Context: an optimization exercise on an open-source flow, tuned for small area, a short achievable clock period and few clock cycles. The choices shown serve that exercise and are no tape-out recipe.
Where RTL was checked, it was by simulation tests only, not by an equivalence proof against the original.
No activity file was given, so power comes from the tool's default toggle rates.

// FAdd
module FAdd(
    input rst,
    input clk,
    input  [31:0]               a,
    input  [31:0]               b,
    output reg [31:0]           c,
    output reg [2:0]            state
);
    wire a_s = a[31];
    wire b_s = b[31];
    wire [7:0] a_e = a[30:23];
    wire [7:0] b_e = b[30:23];
    wire a_h = |a_e;
    wire b_h = |b_e;
    wire a_max = &a_e;
    wire b_max = &b_e;
    wire a_mz = ~|a[22:0];
    wire b_mz = ~|b[22:0];
    wire a_inf = a_max & a_mz;
    wire b_inf = b_max & b_mz;
    wire any_nan = (a_max & ~a_mz) | (b_max & ~b_mz) | (a_inf & b_inf & (a_s ^ b_s));
    wire any_inf = a_inf | b_inf;
    wire swap, same;
    fa_gt #(31) u_cmp(.a(b[30:0]), .b(a[30:0]), .gt(swap), .eq(same));
    wire [7:0] ea1 = {a_e[7:1], a_e[0] | ~a_h};    
    wire [7:0] eb1 = {b_e[7:1], b_e[0] | ~b_h};
    wire [7:0] d = swap ? eb1 - ea1 : ea1 - eb1;
    wire [7:0] e_big = swap ? eb1 : ea1;
    wire s_big = swap ? b_s : a_s;
    wire [23:0] m_big = swap ? {b_h, b[22:0]} : {a_h, a[22:0]};
  ...
For scale: roughly 1,200 cells after synthesis, roughly 8400 sq um of cells after synthesis.
clock: 10.0 ns
lec_check: 0
abc_area: 1
cap_margin: 20
core_margin: 2
core_utilization: 70
cts_buf_list: sky130_fd_sc_hd__clkbuf_8
setup_slack_margin: 1.5
slew_margin: 20
standard.sh (not shown) runs the stock make flow with config.mk's settings and CLKGATE_MAP_FILE= SYNTH_SCRIPT=/design/flow/synth_recipe.tcl, a recipe that flattens the netlist after the stock synthesis.
==> flow/flow/run.sh <==
#!/bin/bash
# Layout flow: the standard flow (standard.sh) with two changes.
#  1. Synthesis is the standard synthesis script, except that ABC maps
#     the logic with flow/map.abc instead of ORFS's abc_area.script.  All
#     other synthesis steps, and so every register, are unchanged.
#  2. buffer_ports uses sky130_fd_sc_hd__buf_2 for the port buffers (every
#     input and output still gets its own buffer).
set -euo pipefail
W=$(pwd)
cat > "$W/my_synth.tcl" <<EOT
proc abc {args} {
  set i [lsearch -exact \$args -script]
  if {\$i >= 0} { lset args [expr {\$i+1}] $W/flow/map.abc }
  yosys abc {*}\$args
}
source $W/synth_recipe.tcl
EOT
sed "s#SYNTH_SCRIPT=[^ ]*#SYNTH_SCRIPT=$W/my_synth.tcl#" standard.sh > my_standard.sh
grep -q "SYNTH_SCRIPT=$W/my_synth.tcl" my_standard.sh
export BUFFER_PORTS_ARGS="-buffer_cell sky130_fd_sc_hd__buf_2"
bash my_standard.sh > standard.log 2>&1
==> flow/flow/map.abc <==
&get -n
&st
&dch
&nf -R 1000
&put
topo
stime -c
buffer -c
upsize -c
dnsize -c
Testbench counts at the start, summed over its fixed seeds: cycles 24,000.
Edit:
==> flow/flow/map.abc (replaced) <==
&get -n
&st
&dch
&nf -R 1000
&put
strash
dch
amap
topo
stime -c
buffer -c
upsize -c
dnsize -c
Settings changed: CORE_UTILIZATION 70 to 40.
=>
- first-iteration DRC count grows by 2.0%
- power goes down by 15%
- cell area climbs by 1.4%
- critical path depth grows by 9
- clock skew goes down by 0.0035 ns
- wire length went up by 11%
- synthesized area shrinks by 4.6%
Edit:
==> flow/flow/map.abc (replaced) <==
&get -n
&st
&dch
&nf -R 1000
&put
topo
stime -c
buffer -c
upsize -c
dnsize -c
Settings changed: CORE_UTILIZATION 40 to 55, CTS_CLUSTER_DIAMETER from default to 300, CTS_CLUSTER_SIZE from default to 40.
Outcome: Count of clock-buffer cells in the layout is unchanged. Combinational power increases by about 22%. Global-route usage increases by 5.6 points. Setup slack improves by 0.019 ns. Total power increases by about 18%. Via count decreases by 10%. Final area decreases by about 1.3%.
Edit:
Settings changed: CORE_UTILIZATION 55 to 30, CTS_CLUSTER_DIAMETER 300 to default, CTS_CLUSTER_SIZE 40 to default, SETUP_SLACK_MARGIN 1.5 to 2.0.
The new run completed with no timing, DRC or antenna violations.
Clock skew shrinks by 0.0039 ns.
Setup slack improves by 0.34 ns.
Total power climbs by a few percent.
Clock power decreases by roughly a tenth.
Routed wire length went up by a few percent.
Global-route usage fell by 12 points.
Edit:
Settings changed: SETUP_SLACK_MARGIN 2.0 to 1.5.
Worst setup slack got worse by 0.29 ns.
Wire length drops by a few percent.
Total power drops by a few percent.
Area after synthesis does not change.
Cell area drops by a few percent.
Die area stays the same.
Global-route usage drops by 0.21 points.
Critical path depth drops by 1.
Worst hold slack is about the same.
Edit:
Settings changed: CORE_UTILIZATION 30 to 55, SETUP_SLACK_MARGIN 1.5 to 2.0.
=> Cell area rose by about 3.4%. Core utilization rose by 31 points. Clock-buffer cell count stays the same. Area after synthesis is unchanged. Combinational power rose by about 6%. Routed wire length rose by 2.7%.

* * *

The RTL this note starts from:
==> flow/design.v <==
module FAdd(
    input rst,
    input clk,
    input  [31:0]               a,
    input  [31:0]               b,
    output reg [31:0]           c,
    output reg [2:0]            state
);
    wire a_s = a[31];
    wire b_s = b[31];
    wire [7:0] a_e = a[30:23];
    wire [7:0] b_e = b[30:23];
    wire a_h = |a_e;
    wire b_h = |b_e;
    wire a_max = &a_e;
    wire b_max = &b_e;
    wire a_mz = ~|a[22:0];
    wire b_mz = ~|b[22:0];
    wire a_inf = a_max & a_mz;
    wire b_inf = b_max & b_mz;
    wire any_nan = (a_max & ~a_mz) | (b_max & ~b_mz) | (a_inf & b_inf & (a_s ^ b_s));
    wire any_inf = a_inf | b_inf;
    wire swap, same;
    fa_gt #(31) u_cmp(.a(b[30:0]), .b(a[30:0]), .gt(swap), .eq(same));
    wire [7:0] ea1 = {a_e[7:1], a_e[0] | ~a_h};    
    wire [7:0] eb1 = {b_e[7:1], b_e[0] | ~b_h};
    wire [7:0] d = swap ? eb1 - ea1 : ea1 - eb1;
    wire [7:0] e_big = swap ? eb1 : ea1;
    wire s_big = swap ? b_s : a_s;
    wire [23:0] m_big = swap ? {b_h, b[22:0]} : {a_h, a[22:0]};
    wire [23:0] m_sml = swap ? {a_h, a[22:0]} : {b_h, b[22:0]};
    wire sub = a_s ^ b_s;
    wire big = |d[7:5];
    reg [25:0] t;
    reg        st;
    integer k;
    always @* begin
        t = {m_sml, 2'b00};
        st = 1'b0;
        for (k = 0; k < 5; k = k + 1)
            if (d[k]) begin
                st = st | |(t & ((26'd1 << (1 << k)) - 1));
                t = t >> (1 << k);
            end
    end
    wire [25:0] al = big ? 26'd0 : t;
    wire sticky = big ? |m_sml : st;
    wire [27:0] op_s = {1'b0, al, sticky};
    wire [27:0] sum;
    fa_add #(28) u_add(.x({1'b0, m_big, 3'b000}), .y(op_s ^ {28{sub}}), .ci(sub), .s(sum));
    reg first_n;               
    reg [27:0] r_sum;
    reg [7:0]  r_e;
    reg        r_s;
    reg        r_nan;
    reg        r_inf;
    always @(posedge clk) begin
        first_n <= rst;
        if (!first_n) begin
            r_sum <= sum;
            r_e   <= e_big;
            r_s   <= s_big & ~(sub & same);    
            r_nan <= any_nan;
            r_inf <= any_inf;
        end
    end
    reg [27:0] lim;
    integer i;
    always @* begin
        for (i = 0; i < 28; i = i + 1)
            lim[i] = (r_e == 27 - i);
    end
    wire [27:0] lz_in = r_sum | lim;
    wire [4:0] lz;
    fa_lzc u_lzc(.x({lz_in, 4'b0000}), .n(lz), .zero());
    reg [27:0] n;
    integer j;
    always @* begin
        n = r_sum;
        for (j = 4; j >= 0; j = j - 1)
            if (lz[j]) n = n << (1 << j);
    end
    wire [7:0] ex = {8{n[27]}} & (r_e + 8'd1 - {3'b0, lz});
    wire rnd = n[3] & (n[2] | n[1] | n[0] | n[4]);
    wire [30:0] pk;
    fa_inc #(31) u_inc(.x({ex, n[26:4]}), .ci(rnd), .s(pk));
    wire ovf = (r_e == 8'd254) & r_sum[27];
    always @* begin
        state = {3{first_n}};
        if (r_nan)
            c = 32'h7f800001;
        else if (r_inf | ovf)
            c = {r_s, 8'hff, 23'd0};
        else
            c = {r_s, pk};
    end
endmodule
module fa_add #(parameter N = 28) (
    input  [N-1:0] x,
    input  [N-1:0] y,
    input          ci,
    output [N-1:0] s
);
    localparam M = N + 1;
    reg [M-1:0] g, p, gn, pn;
    integer l, i;
    always @* begin
        g = {x & y, ci};
        p = {x ^ y, 1'b0};
        for (l = 1; l < M; l = l * 2) begin
            gn = g; pn = p;
            for (i = 0; i < M; i = i + 1)
                if ((i / l) % 2 == 1) begin
                    gn[i] = g[i] | (p[i] & g[(i/l)*l - 1]);
                    pn[i] = p[i] & p[(i/l)*l - 1];
                end
            g = gn; p = pn;
        end
    end
    assign s = x ^ y ^ g[M-2:0];
endmodule
module fa_inc #(parameter N = 31) (
    input  [N-1:0] x,
    input          ci,
    output [N-1:0] s
);
    reg [N-1:0] p, pn;
    integer l, i;
    always @* begin
        p = x;
        for (l = 1; l < N; l = l * 2) begin
            pn = p;
            for (i = 0; i < N; i = i + 1)
                if ((i / l) % 2 == 1) pn[i] = p[i] & p[(i/l)*l - 1];
            p = pn;
        end
    end
    assign s = x ^ ({p[N-2:0], 1'b1} & {N{ci}});
endmodule
module fa_gt #(parameter N = 31) (
    input  [N-1:0] a,
    input  [N-1:0] b,
    output         gt,
    output         eq
);
    reg [N-1:0] g, e, gn, en;
    integer l, i;
    always @* begin
        g = a & ~b;
        e = ~(a ^ b);
        for (l = 1; l < N; l = l * 2) begin
            gn = g; en = e;
            for (i = 0; i < N; i = i + 1)
                if ((i / l) % 2 == 1) begin
                    gn[i] = g[i] | (e[i] & g[(i/l)*l - 1]);
                    en[i] = e[i] & e[(i/l)*l - 1];
                end
            g = gn; e = en;
        end
    end
    assign gt = g[N-1];
    assign eq = e[N-1];
endmodule
module fa_lzc (
    input  [31:0] x,
    output [4:0]  n,
    output        zero
);
    reg [15:0] z0;  reg [15:0] c0;       
    reg [7:0]  z1;  reg [15:0] c1;       
    reg [3:0]  z2;  reg [11:0] c2;       
    reg [1:0]  z3;  reg [7:0]  c3;       
    integer i;
    always @* begin
        for (i = 0; i < 16; i = i + 1) begin
            z0[i] = ~x[2*i+1] & ~x[2*i];
            c0[i] = ~x[2*i+1];
        end
        for (i = 0; i < 8; i = i + 1) begin
            z1[i] = z0[2*i+1] & z0[2*i];
            c1[2*i +: 2] = z0[2*i+1] ? {1'b1, c0[2*i]} : {1'b0, c0[2*i+1]};
        end
        for (i = 0; i < 4; i = i + 1) begin
            z2[i] = z1[2*i+1] & z1[2*i];
            c2[3*i +: 3] = z1[2*i+1] ? {1'b1, c1[2*(2*i) +: 2]} : {1'b0, c1[2*(2*i+1) +: 2]};
        end
        for (i = 0; i < 2; i = i + 1) begin
            z3[i] = z2[2*i+1] & z2[2*i];
            c3[4*i +: 4] = z2[2*i+1] ? {1'b1, c2[3*(2*i) +: 3]} : {1'b0, c2[3*(2*i+1) +: 3]};
        end
    end
    assign n = z3[1] ? {1'b1, c3[3:0]} : {1'b0, c3[7:4]};
    assign zero = z3[1] & z3[0];
endmodule
==> flow/config.mk <==
export PLATFORM = sky130hd
export DESIGN_NAME = FAdd
export DESIGN_NICKNAME = FAdd
export VERILOG_FILES = /design/flow/design.v
export SDC_FILE = /design/flow/constraint.sdc
export NUM_CORES = 4
export LEC_CHECK = 0
export ABC_AREA = 1
export CAP_MARGIN = 20
export CORE_MARGIN = 2
export CORE_UTILIZATION = 30
export CTS_BUF_LIST = sky130_fd_sc_hd__clkbuf_8
export SETUP_SLACK_MARGIN = 1.5
export SLEW_MARGIN = 20
==> flow/constraint.sdc <==
create_clock -name core_clock -period 10.0 [get_ports {clk}]
set_input_delay 2.0000 -clock core_clock [delete_from_list [all_inputs] [get_ports {clk}]]
set_output_delay 2.0000 -clock core_clock [all_outputs]
set_load 0.01 [all_outputs]
==> flow/flow/map.abc <==
&get -n
&st
&dch
&nf -R 1000
&put
topo
stime -c
buffer -c
upsize -c
dnsize -c
Scripts as last shown in full above: flow/flow/run.sh
==> next run, changes <==
==> flow/flow/map.abc (replaced) <==
&get -n
&st
&dch
&nf -R 1000
&put
strash
dch
amap
topo
stime -c
buffer -c
upsize -c
dnsize -c
CORE_UTILIZATION = 40   (was 30)
Outcome:
- The changed run ran to the end with no violations
- sequential share of layout area went up by 0.28 points
- global-route usage went up by 7.4 points
- maximum frequency went down by a few percent
==> next run, changes <==
==> flow/flow/map.abc (replaced) <==
&get -n
&st
&dch
&nf -R 1000
&put
topo
stime -c
buffer -c
upsize -c
dnsize -c
CORE_UTILIZATION = 30   (was 40)
SETUP_SLACK_MARGIN = 2.0   (was 1.5)
Register-to-register slack barely changes.
Worst setup slack gains 600 ps.
Sequential share of layout area goes down by 0.70 points.
Non-clock buffer count goes down by 5.
Clock-buffer cell count is unchanged.
Wire length goes down by about 4%.
Die area goes up by 40%.
Cell count goes up by about 6.5%.
Design area goes up by 5.7%.
Clock power goes down by about 18%.
==> next run, changes <==
CORE_UTILIZATION = 40   (was 30)
SETUP_SLACK_MARGIN = 1.5   (was 2.0)
Outcome:
- combinational power decreases by about 4%
- non-clock buffer count falls by 15
- register-to-register slack improves by 30 ps
- via count falls by 1.3%
- synthesized area is unchanged
No run of this note included a check of the RTL's function; only the layout flow was run.

static timing again, ports no longer ideal:
In the flow no input, the clock included, has a driving cell. The finished layouts below were timed again as built, in two steps. Step 1 assumes that a clkbuf_16 drives the clock port and a buf_2 every other input. Step 2 moves the port delays by t, midway between the first and last clock arrival at a register: inputs arrive t later, outputs are due t later. That takes back most of the time a late clock gives input paths. Three values: no drivers, after step 1, after step 2; two values: the first two.
| run | t (ns) | setup slack, ns | worst setup path at the end | slew at the worst register clock pin (ns) |
|---|---|---|---|---|
| the first run of note 1 | 0.329 | 1.812 / 1.777 / 1.602 | input to register | 0.08 / 0.08 |
| the second run of note 1 | 0.332 | 1.915 / 1.904 / 1.597 | input to register | 0.08 / 0.08 |
| the third run of note 1 | 0.321 | 1.934 / 1.902 / 1.776 | input to register | 0.08 / 0.08 |
| the fourth run of note 1 | 0.322 | 2.279 / 2.246 / 1.973 | input to register | 0.08 / 0.08 |
| the fifth run of note 1 | 0.321 | 1.987 / 1.955 / 1.737 | input to register | 0.08 / 0.08 |
| the sixth run of note 1 | 0.320 | 2.291 / 2.259 / 2.025 | input to register | 0.08 / 0.08 |
| the first run of note 2 | 0.325 | 2.060 / 2.072 / 1.748 | input to register | 0.08 / 0.08 |
| the second run of note 2 | 0.346 | 1.821 / 1.788 / 1.704 | input to register | 0.10 / 0.10 |
| the third run of note 2 | 0.325 | 2.418 / 2.385 / 2.109 | input to register | 0.08 / 0.08 |
| the fourth run of note 2 | 0.310 | 1.906 / 1.907 / 1.597 | input to register | 0.07 / 0.07 |
After both steps setup and hold are still met in every run listed. The setup slack of the second run of note 1, which loses most, moves by -0.011 ns with the drivers and by -0.318 ns with both steps.
